Source: an optimization exercise on an open RTL-to-GDS flow (aim: small area). Production flows keep margins and buffers that such runs may drop. Function was checked by simulation only, so behaviour that the tests miss may differ from the original. Power is estimated from default activity; no workload was simulated.

the previous run:
==> flow/design.v (excerpt) <==
module top_module(SW, HEX0, HEX1, HEX2, HEX3, HEX4, HEX5, KEY, MAX10_CLK1_50, reset, SumTotal, ps, Finalmult);
Size: about 6 flip-flops, about 72 I/O pins.
==> module top_module, before the edit <==
module top_module(SW, HEX0, HEX1, HEX2, HEX3, HEX4, HEX5, KEY, MAX10_CLK1_50, reset, SumTotal, ps, Finalmult);
    input [9:0] SW;
    output [6:0] HEX0, HEX1, HEX2, HEX3, HEX4, HEX5;
    input [1:0] KEY;
    input MAX10_CLK1_50;
    input reset;
    output [7:0] Finalmult;
    output [3:0] SumTotal, ps;
    reg [2:0] psopSeln;
    reg operationSel;
    reg key0q, key1q;
    assign ps = {operationSel, psopSeln};
    wire key0f = key0q & ~KEY[0];
    wire key1f = key1q & ~KEY[1];
    always @(posedge MAX10_CLK1_50) begin
        if (reset) begin
            key0q <= 1'b1;
            key1q <= 1'b1;
            psopSeln <= 3'b000;
            operationSel <= 1'b0;
        end else begin
            key0q <= KEY[0];
            key1q <= KEY[1];
            if (key0f) psopSeln <= (psopSeln >= 3'd6) ? 3'd0 : psopSeln + 3'd1;
            if (key1f) operationSel <= ~operationSel;
        end
    end
    wire [3:0] X = SW[3:0];
    wire [3:0] Y = SW[7:4];
    wire sel = operationSel;
    wire [2:0] op = psopSeln;
    wire act = sel & ~op[2];
    wire dig = sel & ~(op[2] & (op[1] | op[0]));
    wire m_s = act & ~op[1];
    wire m_p = act & op[1];
    wire [4:0] s = X + Y + (SW[8] & op[0]);
    wire [4:0] sg = m_s ? s : 5'd0;
    wire [3:0] Yg = m_p ? Y : 4'd0;
    wire [7:0] P = X * Yg;
    assign SumTotal = sg[3:0];
    assign Finalmult = P;
    reg [7:0] Rc;
    always @(*) begin
        Rc = 8'd0;
        if (!sel) begin
            case (op)
                3'd0: Rc = 8'd186;  
                3'd1: Rc = 8'd138;  
                3'd2: Rc = 8'd10;   
                3'd3: Rc = 8'd180;  
                3'd4: Rc = 8'd100;  
                default: Rc = 8'd211;  
            endcase
        end else if (op[2]) begin
            case (op[1:0])
                2'd0: begin
                    case (X)
                        4'd1: Rc = 8'd1;
                        4'd2: Rc = 8'd2;
                        4'd3: Rc = 8'd6;
                        4'd4: Rc = 8'd24;
                        4'd5: Rc = 8'd20;
                        4'd6: Rc = 8'd20;
                        4'd7: Rc = 8'd40;
                        4'd8: Rc = 8'd20;
                        4'd9: Rc = 8'd80;
                        default: Rc = 8'd0;
                    endcase
                end
                default: Rc = 8'd211;  
            endcase
        end
    end
    wire [7:0] R = P | {3'b000, sg} | Rc;
    wire [3:0] Rl = R % 10;
    wire [4:0] Rh = R / 10;
    wire Xh = X[3] & (X[2] | X[1]);
    wire [3:0] Xl = Xh ? X - 4'd10 : X;
    wire Yh = Y[3] & (Y[2] | Y[1]);
    wire [3:0] Yl = Yh ? Y - 4'd10 : Y;
    reg [3:0] F2, F3;
    always @(*) begin
        case (X)
            4'd5: begin F2 = 1; F3 = 0; end
            4'd6: begin F2 = 7; F3 = 0; end
            4'd8: begin F2 = 3; F3 = 4; end
            4'd9: begin F2 = 8; F3 = 8; end
            default: begin F2 = 0; F3 = 0; end
        endcase
    end
    reg [6:0] L2, L3;
    always @(*) begin
        L2 = 7'h7f; L3 = 7'h7f;
        case (op)
            3'd0: L2 = 7'b0010010;  
            3'd1: L2 = 7'b0001000;  
            3'd2: L2 = 7'b0100001;  
            3'd3: begin L2 = 7'b0101011; L3 = 7'b0101011; end  
            3'd4: L2 = 7'b0001110;  
            default: ;
        endcase
    end
    wire [3:0] d0 = (op[0] | op[2] | ~sel) ? Rl : Xl;
    wire [3:0] d2 = op[2] ? F2 : Yl;
    wire [3:0] d3 = op[2] ? F3 : {3'b000, Yh};
    wire [3:0] d4 = op[0] ? Xl : Rl;
    wire [6:0] s0, s2, s3, s4, sRh;    
    bcd7 b0 (.d(d0), .h(s0));
    bcd7 b2 (.d(d2), .h(s2));
    bcd7 b3 (.d(d3), .h(s3));
    bcd7 b4 (.d(d4), .h(s4));
    code7 cR (.c(Rh), .h(sRh));
    wire [6:0] sXh = {1'b1, Xh, Xh, Xh, 2'b00, Xh};
    wire hi = op[2] & (op[1] | op[0]);
    wire sl = ~sel;
    wire [6:0] k0 = {1'b0,
                     sl & (op == 3'd1 || op == 3'd2),
                     1'b0, 1'b0,
                     (sl & (op == 3'd3 || op == 3'd4)) | hi,
                     (sl & (op == 3'd2 || op == 3'd3 || op == 3'd4)) | hi,
                     sl & ~op[2]};
    assign HEX0 = s0 | k0;
    assign HEX1 = (~sel | op[0] | op[2]) ? sRh : sXh;
    assign HEX2 = dig ? s2 : L2;
    assign HEX3 = dig ? s3 : L3;
    assign HEX4 = act ? s4 : 7'h7f;
    assign HEX5 = act ? (op[0] ? sXh : sRh) : 7'h7f;
endmodule
Settings: LEC_CHECK=0, ABC_AREA=1, CAP_MARGIN=20, CORE_MARGIN=2, CORE_UTILIZATION=40, CTS_BUF_LIST=sky130_fd_sc_hd__clkbuf_2, SLEW_MARGIN=20; clock period 20.0 ns.
standard.sh (not shown) runs the stock make flow with config.mk's settings and CLKGATE_MAP_FILE= SYNTH_SCRIPT=/design/flow/synth_recipe.tcl, a recipe that flattens the netlist after the stock synthesis.
==> flow/flow/run.sh <==
#!/bin/bash
# Own layout flow: the standard ORFS flow (standard.sh), except that
#  - synthesis maps with ABC area-only scripts (deepsyn then amap, with different random seeds
#    and time limits, written below) instead of the area script with buffering and up-sizing, and skips Yosys's
#    full/half-adder extraction; everything else in synthesis is the standard script. The
#    scripts are split over 4 synthesis runs in parallel, each keeping its smallest mapping
#    (flow/best_abc.tcl), and the layout continues from the smallest of the 4;
#  - the ports are buffered with the smallest buffer cell (buf_1).
# Logs: flow_synth_N.log (each synthesis run's make output), flow_make.log (the rest), and
# ORFS's own logs under orfs/logs.
set -euo pipefail
W=$(pwd)
sed -e "/synth_preamble.tcl/a source $W/flow/best_abc.tcl" \
    -e 's/^\(\s*\)log_cmd abc {\*}\$abc_args/\1best_abc $abc_args/' \
    "$FLOW_HOME/scripts/synth.tcl" > "$W/flow_synth.tcl"
grep -q "best_abc \$abc_args" "$W/flow_synth.tcl"
sed -e "s|\$::env(SCRIPTS_DIR)/synth.tcl|$W/flow_synth.tcl|" synth_recipe.tcl > "$W/flow_synth_recipe.tcl"
SYN=(SYNTH_SCRIPT="$W/flow_synth_recipe.tcl" ADDER_MAP_FILE=)

N=4
# ABC scripts: the area script below for each random seed (1-12) and deepsyn time limit (25,
# 40 and 60 s), dealt round-robin to the N synthesis runs.
for g in $(seq 1 $N); do mkdir -p "$W/abc_$g"; done
i=0
for T in 25 40 60; do
  for S in $(seq 1 12); do
    g=$(( i % N + 1 ))
    printf 'strash\n&get -n\n&deepsyn -S %d -T %d\n&put\ndch -f\namap\n' "$S" "$T" \
      > "$W/abc_$g/ds_T${T}_S$(printf %02d "$S").abc"
    i=$(( i + 1 ))
  done
done
pids=()
for g in $(seq 1 $N); do
  FLOW_ABC_DIR="$W/abc_$g" bash standard.sh "${SYN[@]}" WORK_HOME="$W/orfs_$g" synth \
    > "$W/flow_synth_$g.log" 2>&1 &
  pids+=($!)
done
for p in "${pids[@]}"; do wait "$p"; done

best=""; best_area=""
for g in $(seq 1 $N); do
  a=$(sed -n "s/.*Chip area for module '\\\\top_module': \([0-9.]*\).*/\1/p" \
      "$W/orfs_$g/reports/sky130hd/top_module/base/synth_stat.txt" | head -1)
  echo "synthesis run $g: cell area $a" >> "$W/flow_synth_choice.log"
  if [[ -n "$a" ]] && { [[ -z "$best" ]] || awk "BEGIN{exit !($a < $best_area)}"; }; then
    best=$g; best_area=$a
  fi
done
echo "kept synthesis run $best ($best_area)" >> "$W/flow_synth_choice.log"
rm -rf "$W/orfs"
mv "$W/orfs_$best" "$W/orfs"
for g in $(seq 1 $N); do [[ "$g" == "$best" ]] || rm -rf "$W/orfs_$g"; done

FLOW_ABC_DIR="$W/abc_$best" bash standard.sh "${SYN[@]}" \
    BUFFER_PORTS_ARGS="-buffer_cell sky130_fd_sc_hd__buf_1" finish > "$W/flow_make.log" 2>&1
Other scripts of this flow, unchanged in this note and not shown: flow/flow/best_abc.tcl
The following lists how the current run was set up differently from the previous run:
--- a/flow/design.v
+++ b/flow/design.v
@@ -103,13 +103,13 @@
     always @(*) begin
         Rc = 8'd0;
         if (!sel) begin
             case (op)
-                3'd0: Rc = 8'd186;  
-                3'd1: Rc = 8'd138;  
-                3'd2: Rc = 8'd10;   
-                3'd3: Rc = 8'd180;  
-                3'd4: Rc = 8'd100;  
+                3'd0: Rc = 8'd186;
+                3'd1: Rc = 8'd138;
+                3'd2: Rc = 8'd10;
+                3'd3: Rc = 8'd180;
+                3'd4: Rc = 8'd106;
                 default: Rc = 8'd211;  
             endcase
         end else if (op[2]) begin
             case (op[1:0])
@@ -172,14 +172,15 @@
     code7 cR (.c(Rh), .h(sRh));
     wire [6:0] sXh = {1'b1, Xh, Xh, Xh, 2'b00, Xh};
     wire hi = op[2] & (op[1] | op[0]);
     wire sl = ~sel;
-    wire [6:0] k0 = {1'b0,
-                     sl & (op == 3'd1 || op == 3'd2),
-                     1'b0, 1'b0,
+    wire [6:0] k0 = {(sl & (op == 3'd4)),
+                     (sl & (op == 3'd1 || op == 3'd2)),
+                     1'b0,
+                     1'b0,
                      (sl & (op == 3'd3 || op == 3'd4)) | hi,
-                     (sl & (op == 3'd2 || op == 3'd3 || op == 3'd4)) | hi,
-                     sl & ~op[2]};
+                     (sl & (op == 3'd2 || op == 3'd3)) | hi,
+                     (sl & (op == 3'd0 || op == 3'd1 || op == 3'd2 || op == 3'd3))};
     assign HEX0 = s0 | k0;
     assign HEX1 = (~sel | op[0] | op[2]) ? sRh : sXh;
     assign HEX2 = dig ? s2 : L2;
     assign HEX3 = dig ? s3 : L3;
==> comparison <==
Compared with the previous run, in the current run first-pass GRT wire length comparable; transition time at the pin with the least slew margin now larger; number of gates on the worst path with buffers counted now larger. Between the current run and the previous run, it is the current run whose final standard cell area without fillers is higher, by 0.96%. Changes observed in the current run relative to the previous run: synthesized cell count saw an increase; part of the power in combinational logic saw an increase. The final layout from the current run, which completed every stage, passed the timing, design-rule and antenna checks at the end of the flow.

## separate check: timing with driven ports
In the flow no input, the clock included, has a driving cell. The finished layouts below were timed again as built, in two steps. Step 1, drivers: a clkbuf_16 drives MAX10_CLK1_50 and a buf_2 each remaining input, both assumed. Step 2 also shifts input and output timing later by t, the mid clock arrival at the registers, as if the neighbouring blocks saw the same clock. Three values: ideal ports, drivers, drivers and shift; two values: the first two.
run | shift t [ns] | setup WS [ns] | slew at the worst register clock pin (ns) | pins driven straight from the clock port
the previous run | 0.225 | 4.360 / 4.333 / 4.333 | 0.05 / 0.05 | 1
the current run | 0.234 | 4.937 / 4.914 / 4.914 | 0.06 / 0.06 | 1
After both steps every run listed still meets setup and hold. The setup slack of the previous run, which loses most, moves by -0.027 ns with the drivers and by -0.027 ns with both steps.
